This is an optimization exercise on Yosys and OpenROAD, whose aim is small area, not a production implementation.
Only simulation tests tie the RTL to the original design; equivalence was not proved.
No driver is modelled on the clock port, so clocking that relies on it looks cheaper here than on a real chip.
Power figures rest on the tool's default switching activity, not on a simulated workload.

== build 78 ==
// mfcc_dct
module mfcc_dct(
    input         clk,
    input         rst,
    input  [15:0] in_data,
    input         in_valid,
    output        c0_valid,
    output [31:0] c0_data,
    output        c1_valid,
    output [31:0] c1_data,
    output        c2_valid,
    output [31:0] c2_data,
    output        c3_valid,
    output [31:0] c3_data,
    output        c4_valid,
    output [31:0] c4_data,
    output        c5_valid,
    output [31:0] c5_data,
    output        c6_valid,
    output [31:0] c6_data,
    output        c7_valid,
    output [31:0] c7_data,
    output        c8_valid,
    output [31:0] c8_data,
    output        c9_valid,
    output [31:0] c9_data,
    output        c10_valid,
    output [31:0] c10_data,
    output        c11_valid,
    output [31:0] c11_data,
    output        c12_valid,
    output [31:0] c12_data
    );
clock: 10.0 ns
lec_check: 0
abc_area: 1
cap_margin: 20
core_margin: 2
core_utilization: 65
cts_buf_list: sky130_fd_sc_hd__clkbuf_16
cts_cluster_diameter: 60
cts_cluster_size: 30
place_density: 0.75
slew_margin: 20
standard.sh (not shown) runs the stock make flow with config.mk's settings and CLKGATE_MAP_FILE= SYNTH_SCRIPT=/design/flow/synth_recipe.tcl, a recipe that flattens the netlist after the stock synthesis.
==> flow/flow/run.sh <==
#!/bin/bash
# Own flow: the standard layout (standard.sh: standard synthesis, floorplan, placement,
# CTS, routing) with two changes passed to ORFS through its own variables:
#  - the port buffers that buffer_ports inserts are sky130_fd_sc_hd__buf_1 (ORFS otherwise picks
#    clkdlybuf4s50_1, 10 um2 each); every port still gets its buffer;
#  - clock_tree_synthesis runs without dummy loads.
set -euo pipefail
cd "$(dirname "$0")/.."
export BUFFER_PORTS_ARGS="-buffer_cell sky130_fd_sc_hd__buf_1"
export CTS_ARGS="-sink_clustering_enable -repair_clock_nets -dont_use_dummy_load -buf_list sky130_fd_sc_hd__clkbuf_16 -sink_clustering_size 30 -sink_clustering_max_diameter 60"
bash standard.sh > standard_flow.log 2>&1
Build 78: no failed stages, no open violations at the end
Setup changes, build 78 to build 85
==> flow/run.sh (new file) <==
#!/bin/bash
# synth_recipe.tcl (not shown) runs the flow's synth.tcl, then flattens the netlist and writes it again
# the make line also repeats each setting of config.mk as NAME=value (left out here)
make -C /OpenROAD-flow-scripts/flow DESIGN_CONFIG=/design/flow/config.mk WORK_HOME=/design/flow/orfs CLKGATE_MAP_FILE= SYNTH_SCRIPT=/design/flow/synth_recipe.tcl finish
removed: flow/flow/run.sh
removed: flow/standard.sh
[summary]
Against build 78, build 85 reports a clock network fraction of design power that is higher.
Result for build 85 and build 78: all clean
Compared to build 78, build 85 has number of clock buffers in the layout 4.9% higher.
Compared to build 78, the router laid down more metal wire for build 85.
diff inputs: build 85 => build 69
- CTS_BUF_LIST changed from sky130_fd_sc_hd__clkbuf_16 to sky130_fd_sc_hd__clkbuf_8
- CTS_CLUSTER_DIAMETER removed (was 60)
==> comparison <==
More vias were needed by build 69 than by build 85.
After synthesis and placement, the instance count of build 69 is above that of build 85.
Changes observed in build 69 relative to build 85: utilization went up by 2.7 points, wire length went up by 3.7%.

========
Setup of job 4805:
mfcc_dct, a different RTL version from the one above (not shown whole).
Size: ~6,200 cells after synthesis, ~2,300 flip-flops, ~450 I/O pins.
Design mfcc_dct, start of the top module:
module mfcc_dct(
    input         clk,
    input         rst,
    input  [15:0] in_data,
    input         in_valid,
    output        c0_valid,
    output [31:0] c0_data,
    output        c1_valid,
    output [31:0] c1_data,
    output        c2_valid,
    output [31:0] c2_data,
    output        c3_valid,
    output [31:0] c3_data,
    output        c4_valid,
    output [31:0] c4_data,
    output        c5_valid,
    output [31:0] c5_data,
    output        c6_valid,
    output [31:0] c6_data,
    output        c7_valid,
    output [31:0] c7_data,
    output        c8_valid,
    output [31:0] c8_data,
    output        c9_valid,
    output [31:0] c9_data,
    output        c10_valid,
    output [31:0] c10_data,
    output        c11_valid,
    output [31:0] c11_data,
    output        c12_valid,
    output [31:0] c12_data
    );
==> flow/config.mk <==
export PLATFORM = sky130hd
export DESIGN_NAME = mfcc_dct
export DESIGN_NICKNAME = mfcc_dct
export VERILOG_FILES = /design/flow/design.v
export SDC_FILE = /design/flow/constraint.sdc
export NUM_CORES = 4
export LEC_CHECK = 0
export ABC_AREA = 1
export CAP_MARGIN = 20
export CORE_MARGIN = 2
export CORE_UTILIZATION = 72
export PLACE_DENSITY = 0.82
export SLEW_MARGIN = 20
==> flow/constraint.sdc <==
create_clock -name core_clock -period 10.0 [get_ports {clk}]
set_input_delay 2.0000 -clock core_clock [delete_from_list [all_inputs] [get_ports {clk}]]
set_output_delay 2.0000 -clock core_clock [all_outputs]
set_load 0.01 [all_outputs]
==> flow/flow/run.sh <==
#!/bin/bash
# Own flow: the standard layout (standard.sh: standard synthesis, floorplan, placement,
# CTS, routing) with two changes passed to ORFS through its own variables:
#  - the port buffers that buffer_ports inserts are sky130_fd_sc_hd__buf_1 (ORFS otherwise picks
#    clkdlybuf4s50_1, 10 um2 each); every port still gets its buffer;
#  - clock_tree_synthesis runs without dummy loads.
set -euo pipefail
cd "$(dirname "$0")/.."
export BUFFER_PORTS_ARGS="-buffer_cell sky130_fd_sc_hd__buf_1"
export CTS_ARGS="-sink_clustering_enable -repair_clock_nets -dont_use_dummy_load -buf_list sky130_fd_sc_hd__clkbuf_16 -sink_clustering_size 34 -sink_clustering_max_diameter 70"
bash standard.sh > standard_flow.log 2>&1
Job 4805: done, clean on timing, DRC and antenna
--- input diff job 4805..job 9649 ---
Settings: CORE_UTILIZATION changed from 72 to 65; PLACE_DENSITY changed from 0.82 to 0.75; CTS_CLUSTER_SIZE newly set to 30; CTS_CLUSTER_DIAMETER newly set to 60; CTS_BUF_LIST newly set to sky130_fd_sc_hd__clkbuf_16.
--- a/flow/flow/run.sh
+++ b/flow/flow/run.sh
@@ -9,3 +9,3 @@
 export BUFFER_PORTS_ARGS="-buffer_cell sky130_fd_sc_hd__buf_1"
-export CTS_ARGS="-sink_clustering_enable -repair_clock_nets -dont_use_dummy_load -buf_list sky130_fd_sc_hd__clkbuf_16 -sink_clustering_size 34 -sink_clustering_max_diameter 70"
+export CTS_ARGS="-sink_clustering_enable -repair_clock_nets -dont_use_dummy_load -buf_list sky130_fd_sc_hd__clkbuf_16 -tree_buf sky130_fd_sc_hd__clkbuf_8 -sink_clustering_size 30 -sink_clustering_max_diameter 60"
 bash standard.sh > standard_flow.log 2>&1
Results
Job 9649 has completed all stages; timing, DRC and antenna checks passed. Taking job 4805 as the reference, in job 9649 number of CTS-inserted buffers now larger; global placer's final weighted congestion increased by 0.0072 relative to the old numbers; maximum resistive drop on vdd has decreased; power density over cell area moved down.
What job 3742 does differently from job 9649 at the input level:
Settings: GPL_TIMING_DRIVEN now 0, previously not set; CTS_CLUSTER_DIAMETER no longer set, was 60; CTS_CLUSTER_SIZE no longer set, was 30; CTS_BUF_LIST no longer set, was sky130_fd_sc_hd__clkbuf_16.
==> flow/flow/run.sh <==
#!/bin/bash
# Own flow: the standard layout (standard.sh: standard synthesis, floorplan, placement,
# CTS, routing) with these changes passed to ORFS through its own variables:
#  - the port buffers that buffer_ports inserts are sky130_fd_sc_hd__buf_1 (ORFS otherwise picks
#    clkdlybuf4s50_1, 10 um2 each); every port still gets its buffer;
#  - clock_tree_synthesis: clkbuf_16 sink clusters of up to 30 registers within 60 um, and no
#    dummy loads.
set -euo pipefail
cd "$(dirname "$0")/.."
export REMOVE_ABC_BUFFERS=1
export BUFFER_PORTS_ARGS="-buffer_cell sky130_fd_sc_hd__buf_1"
export CTS_ARGS="-sink_clustering_enable -repair_clock_nets -dont_use_dummy_load -buf_list sky130_fd_sc_hd__clkbuf_16 -sink_clustering_size 30 -sink_clustering_max_diameter 60"
bash standard.sh > standard_flow.log 2>&1
- Per the comparison of job 3742 with job 9649, CTS sink count has remained practically unchanged, worst hold slack has decreased.
- Re violation count after the first detailed-route iteration: job 3742 is 549 down on job 9649.
- | worst voltage drop across the vdd grid | lower: job 3742 |
- Delta (job 3742 minus job 9649): setup slack lost 0.26 ns; area after synthesis held steady; clock network latency to the later pin of the worst-skew pair picked up an extra 0.02 ns.
- Global placer's final weighted congestion: job 3742 vs job 9649 up about 0.8%
- Delta (job 3742 minus job 9649): layout cell share with drive strength beyond 1 now sits higher; core utilization now sits higher.
[inputs] job 449 vs job 3742
Settings: CTS_CLUSTER_SIZE newly set to 30; CTS_CLUSTER_DIAMETER newly set to 60; GPL_TIMING_DRIVEN removed (was 0); CTS_BUF_LIST newly set to sky130_fd_sc_hd__clkbuf_16.
==> flow/flow/run.sh <==
#!/bin/bash
# Own flow: the standard layout (standard.sh: standard synthesis, floorplan, placement,
# CTS, routing) with two changes passed to ORFS through its own variables:
#  - the port buffers that buffer_ports inserts are sky130_fd_sc_hd__buf_1 (ORFS otherwise picks
#    clkdlybuf4s50_1, 10 um2 each); every port still gets its buffer;
#  - clock_tree_synthesis runs without dummy loads.
set -euo pipefail
cd "$(dirname "$0")/.."
export BUFFER_PORTS_ARGS="-buffer_cell sky130_fd_sc_hd__buf_1"
export CTS_ARGS="-sink_clustering_enable -repair_clock_nets -dont_use_dummy_load -buf_list sky130_fd_sc_hd__clkbuf_16 -sink_clustering_size 34 -sink_clustering_max_diameter 70"
bash standard.sh > standard_flow.log 2>&1
Results
The lower area of all placed cells without fillers came out of job 449.
Cmp job 449 vs job 3742: utilization lower in job 449
Compound-cell area share of the yosys netlist: job 449 vs job 3742 identical
Compared to job 3742, job 449 has global-route usage over all layers 1.8 points higher.
Run comparison: job 449 master of the slowest instance on the critical path sky130_fd_sc_hd__edfxtp_1; job 3742 master of the slowest instance on the critical path sky130_fd_sc_hd__fa_1
Compared with job 3742, job 449 shows a higher wire length of the first global-routing pass.
Job 449 vs. job 3742: met3 routed wirelength went up by 1700 microns.
Lower number of post-CTS setup repair buffers goes to job 449 over job 3742.
Area growth from synthesis to layout down 1.3 points in job 449 wrt job 3742
As far as basic-gate share of the synthesized area counting and, or, nand and nor cells goes, job 449 and job 3742 are indistinguishable; the numbers are identical.
Where upper clock frequency limit is concerned, job 3742 is outperformed by job 449.

[static timing again, ports no longer ideal]
How much do the figures lean on ideal ports? The routed layouts below were timed once more, with nothing changed but the port constraints. Step 1, drivers: a clkbuf_16 drives clk and a buf_2 each remaining input, both assumed. Step 2 times the ports against the registers' clock, not the clock port: input delays grow and output delays shrink by t, the midpoint of the rising clock arrivals with the driver on. Slacks: ideal ports / drivers / drivers and shift; pairs: ideal ports / drivers.
run | t, ns | slack for setup (ns) | hold WS [ns] | cell pins on the clock port's net
build 78 | 0.740 | 0.266 / 0.266 / -0.071 | 0.256 / 0.256 / 0.256 | 1
build 85 | 0.792 | 0.221 / 0.221 / -0.372 | 0.321 / 0.321 / 0.321 | 1
build 69 | 1.022 | 0.157 / 0.157 / -0.418 | 0.220 / 0.220 / 0.220 | 1
job 4805 | 0.757 | 0.662 / 0.662 / 0.511 | 0.283 / 0.283 / 0.283 | 1
job 9649 | 0.749 | 0.681 / 0.681 / 0.466 | 0.273 / 0.273 / 0.273 | 1
job 3742 | 0.762 | 0.424 / 0.424 / 0.166 | 0.220 / 0.220 / 0.220 | 1
job 449 | 0.742 | 0.711 / 0.711 / 0.489 | 0.264 / 0.264 / 0.264 | 1
With both steps, setup timing fails in build 78, build 85 and build 69, where it was met with ideal ports. The setup slack of build 85, which loses most, moves by 0.000 ns with the drivers and by -0.593 ns with both steps.
